What follows belongs to an exercise in optimizing a design on an open flow for small area, a short achievable clock period and few clock cycles; a production flow would make more cautious choices.
In this exercise RTL edits were held to simulation tests only and were not proved equivalent to the original.
Power figures rest on the tool's default switching activity, not on a simulated workload.

lane 1:
==> flow/design.v <==
`timescale 1ns / 1ps
module Data_selector(
	input clk,
	input rst,
	input data_collect_finish,
	input [7:0] data_in,
	output reg [7:0] data_out,
	output reg [13:0] read_select,
	output reg [13:0] write_out_se,
	output reg data_process_finish,
	output reg wr_enable
    );
	localparam integer H   = 9;                     
	localparam integer K   = H - 2;                 
	localparam integer R0L = 100 - H;               
	localparam [13:0] DN  = 100;                    
	localparam [13:0] DC  = 1 - 100 * (H - 1);      
	localparam [13:0] DB  = -199;                   
	localparam [13:0] DF  = -100 * (H - 1);         
	localparam [13:0] ALAST = (R0L - K + H - 1) * 100 + 99;
	localparam [13:0] A1  = -201;                   
	localparam [13:0] A2  = 100 * (H - 1) - 102;    
	localparam [13:0] A3  = 98;                     
	localparam [13:0] A5  = 100 * (H - 1) - 101;    
	localparam [13:0] A6  = -100 * K - 101;         
	localparam [13:0] A9  = -200;                   
	localparam [13:0] A10 = 9899;                   
	localparam [13:0] A11 = 100 * (H - 2) - 1;      
	localparam [13:0] A12 = 100 * (H - 2);          
	localparam [6:0] C98 = 7'd46;                   
	localparam [3:0] J7  = 4'd10;                   
	localparam [1:0] S_NONE = 2'd0, S_BLUR = 2'd1, S_COLC = 2'd2, S_ROWC = 2'd3;
	reg running;
	reg p1, p2;                  
	reg [3:0] j;                 
	reg [6:0] c;                 
	reg jl, j2, j1;              
	reg c0, c1, c99, cf;         
	reg bf, bl;                  
	reg [7:0] D [1:2*H-1];       
	reg [9:0] hp;                
	reg [9:0] h1, h2, h3;        
	reg [1:0] src, src1;         
	reg [13:0] aoff, aoff1;      
	wire go = running | (data_collect_finish & ~data_process_finish & ~p1 & ~p2);
	wire [9:0] h0 = hp + {2'b0, data_in};
	wire [11:0] sum = {2'b0, h3} + {1'b0, h2, 1'b0} + {2'b0, h1};
	always @(*) begin
		src = S_NONE;
		aoff = A1;
		if (j2) begin
			if (c0) begin
				if (!bf) begin
					src = S_COLC;
					aoff = jl ? A3 : A6;
				end
			end
			else if (cf) begin
				src = S_COLC;
				aoff = jl ? A10 : A9;
			end
			else begin
				src = c1 ? S_COLC : S_BLUR;
				if (!jl) aoff = A1;
				else if (!c99) aoff = A2;
				else if (bl) aoff = A5;
				else aoff = A3;
			end
		end
		else if (j1) begin
			if (bf && !cf) begin src = S_ROWC; aoff = A9; end
		end
		else begin
			if (cf) begin src = S_ROWC; aoff = A12; end
			else if (bl && !c0) begin src = S_ROWC; aoff = A11; end
		end
	end
	wire [13:0] dsw = !c99 ? DC : bl ? DF : DB;
	wire [13:0] a_next = read_select + (jl ? dsw : DN);
	always @(posedge clk or posedge rst) begin
		if (rst) begin
			running <= 1'b0;
			p1 <= 1'b0;
			p2 <= 1'b0;
			j <= 4'd1;
			c <= 7'd1;
			jl <= 1'b0;
			j2 <= 1'b0;
			j1 <= 1'b0;
			c0 <= 1'b1;
			c1 <= 1'b0;
			c99 <= 1'b0;
			cf <= 1'b0;
			bf <= 1'b1;
			bl <= 1'b0;
			read_select <= 0;
			src1 <= S_NONE;
			wr_enable <= 1'b0;
			data_process_finish <= 1'b0;
		end
		else begin
			p2 <= p1;
			p1 <= 1'b0;
			src1 <= S_NONE;
			if (go) begin
				src1 <= src;
				running <= 1'b1;
				read_select <= (jl && cf) ? 14'd0 : a_next;
				if (!jl) begin
					j <= {j[2:0], j[3] ^ j[2]};
					jl <= (j == J7);
					j2 <= (j != 4'd1);
					j1 <= (j == 4'd1);
				end
				else begin
					j <= 4'd1;
					jl <= 1'b0;
					j2 <= 1'b0;
					j1 <= 1'b0;
					if (cf) begin
						c <= 7'd1;
						c0 <= 1'b1;
						cf <= 1'b0;
						bf <= 1'b1;
						bl <= 1'b0;
						running <= 1'b0;
						p1 <= 1'b1;
					end
					else if (c99) begin
						c99 <= 1'b0;
						if (bl) cf <= 1'b1;
						else begin
							c <= 7'd1;
							c0 <= 1'b1;
							bf <= 1'b0;
							bl <= (read_select == ALAST);
						end
					end
					else begin
						c <= {c[5:0], c[6] ^ c[5]};
						c0 <= 1'b0;
						c1 <= c0;
						c99 <= (c == C98);
					end
				end
			end
			else begin
				read_select <= 0;
				j <= 4'd1;
				c <= 7'd1;
				jl <= 1'b0;
				j2 <= 1'b0;
				j1 <= 1'b0;
				c0 <= 1'b1;
				c1 <= 1'b0;
				c99 <= 1'b0;
				cf <= 1'b0;
				bf <= 1'b1;
				bl <= 1'b0;
			end
			wr_enable <= (src1 != S_NONE);
			if (p2) data_process_finish <= 1'b1;
			else if (!data_collect_finish) data_process_finish <= 1'b0;
		end
	end
	integer k;
	always @(posedge clk) begin
		aoff1 <= aoff;
		D[1] <= data_in;
		for (k = 2; k <= 2 * H - 1; k = k + 1) D[k] <= D[k-1];
		hp <= {2'b0, D[2*H-1]} + {1'b0, D[H-1], 1'b0};
		h1 <= h0;
		h2 <= h1;
		h3 <= h2;
		write_out_se <= read_select + aoff1;
		case (src1)
			S_BLUR: data_out <= sum[11:4];
			S_COLC: data_out <= D[H+2];
			default: data_out <= D[2];
		endcase
	end
endmodule
export LEC_CHECK = 0
export ABC_AREA = 1
export CAP_MARGIN = 20
export CORE_MARGIN = 2
export CORE_UTILIZATION = 55
export SETUP_SLACK_MARGIN = 3.3
export SLEW_MARGIN = 20
create_clock -name core_clock -period 5.5 [get_ports {clk}]
standard.sh (not shown) runs the stock make flow with config.mk's settings and CLKGATE_MAP_FILE= SYNTH_SCRIPT=/design/flow/synth_recipe.tcl, a recipe that flattens the netlist after the stock synthesis.
==> flow/flow/run.sh <==
#!/bin/bash
# Standard ORFS layout (the standard.sh), with two changes:
#  - port buffers are the smallest buffer (buf_1) instead of clkdlybuf4s50_1;
#  - clock tree built from clkbuf_8 in clusters of up to 16 sinks, without dummy loads.
set -euo pipefail
bash standard.sh \
  "BUFFER_PORTS_ARGS=-buffer_cell sky130_fd_sc_hd__buf_1" \
  "CTS_ARGS=-sink_clustering_enable -repair_clock_nets -dont_use_dummy_load -buf_list sky130_fd_sc_hd__clkbuf_8 -sink_clustering_size 16 -sink_clustering_max_diameter 50" \
  finish > standard_flow.log 2>&1
Testbench counts of lane 1, summed over its fixed seeds: cycles 302,736.
Setup changes, lane 1 to lane 3
--- a/flow/design.v
+++ b/flow/design.v
@@ -32,5 +32,4 @@
 	localparam [1:0] S_NONE = 2'd0, S_BLUR = 2'd1, S_COLC = 2'd2, S_ROWC = 2'd3;
 	reg running;
-	reg p1, p2;                  
 	reg [3:0] j;                 
 	reg [6:0] c;                 
@@ -43,5 +42,5 @@
 	reg [1:0] src, src1;         
 	reg [13:0] aoff, aoff1;      
-	wire go = running | (data_collect_finish & ~data_process_finish & ~p1 & ~p2);
+	wire go = running | (data_collect_finish & ~data_process_finish & ~wr_enable & (src1 == S_NONE));
 	wire [9:0] h0 = hp + {2'b0, data_in};
 	wire [11:0] sum = {2'b0, h3} + {1'b0, h2, 1'b0} + {2'b0, h1};
@@ -81,6 +80,4 @@
 		if (rst) begin
 			running <= 1'b0;
-			p1 <= 1'b0;
-			p2 <= 1'b0;
 			j <= 4'd1;
 			c <= 7'd1;
@@ -100,6 +97,4 @@
 		end
 		else begin
-			p2 <= p1;
-			p1 <= 1'b0;
 			src1 <= S_NONE;
 			if (go) begin
@@ -125,5 +120,4 @@
 						bl <= 1'b0;
 						running <= 1'b0;
-						p1 <= 1'b1;
 					end
 					else if (c99) begin
@@ -160,5 +154,5 @@
 			end
 			wr_enable <= (src1 != S_NONE);
-			if (p2) data_process_finish <= 1'b1;
+			if (!running && wr_enable && src1 == S_NONE) data_process_finish <= 1'b1;
 			else if (!data_collect_finish) data_process_finish <= 1'b0;
 		end
### Flow results
On total non-filler cell area in the finished layout, lane 3 tracks lane 1 almost exactly.
In the metrics for lane 1 and lane 3, the one carrying the higher multi-input logic portion of the cell area is lane 3.
Comparing lane 1 and lane 3, the lower combinational power was measured on lane 1.
Comparing length of the first detailed-routing pass in iterations for lane 1 and lane 3, the bigger number came from lane 1.
Max freq lane 1 -> lane 3: improved
| share of synthesized registers carrying an async set or reset | higher: lane 1 |
Average cell area after synthesis was lower in the run labelled lane 1.
Testbench counts of lane 3, summed over its fixed seeds: cycles 302,736.

## port drivers added, routing unchanged
The flow's constraints put no driver on any port. The routed layouts listed below were extracted and timed again, unchanged, in two steps.
Step 1 (the two cells are an assumption about what drives the block):
set clk [get_ports {clk}]
set_driving_cell -lib_cell sky130_fd_sc_hd__clkbuf_16 $clk
set_driving_cell -lib_cell sky130_fd_sc_hd__buf_2 [delete_from_list [all_inputs] $clk]
Step 2 times the ports against the registers' clock, not the clock port: input delays grow and output delays shrink by t, the midpoint of the rising clock arrivals with the driver on.
a / b / c = ideal / step 1 / step 2; a / b = the first two.
run	t, ns	setup WS [ns]	worst register clock-pin slew, ns
lane 1	0.530	3.318 / 3.279 / 3.000	0.10 / 0.10
lane 3	0.544	3.347 / 3.310 / 2.954	0.09 / 0.09
After both steps every run listed still meets setup and hold. The setup slack of lane 3, which loses most, moves by -0.037 ns with the drivers and by -0.393 ns with both steps.
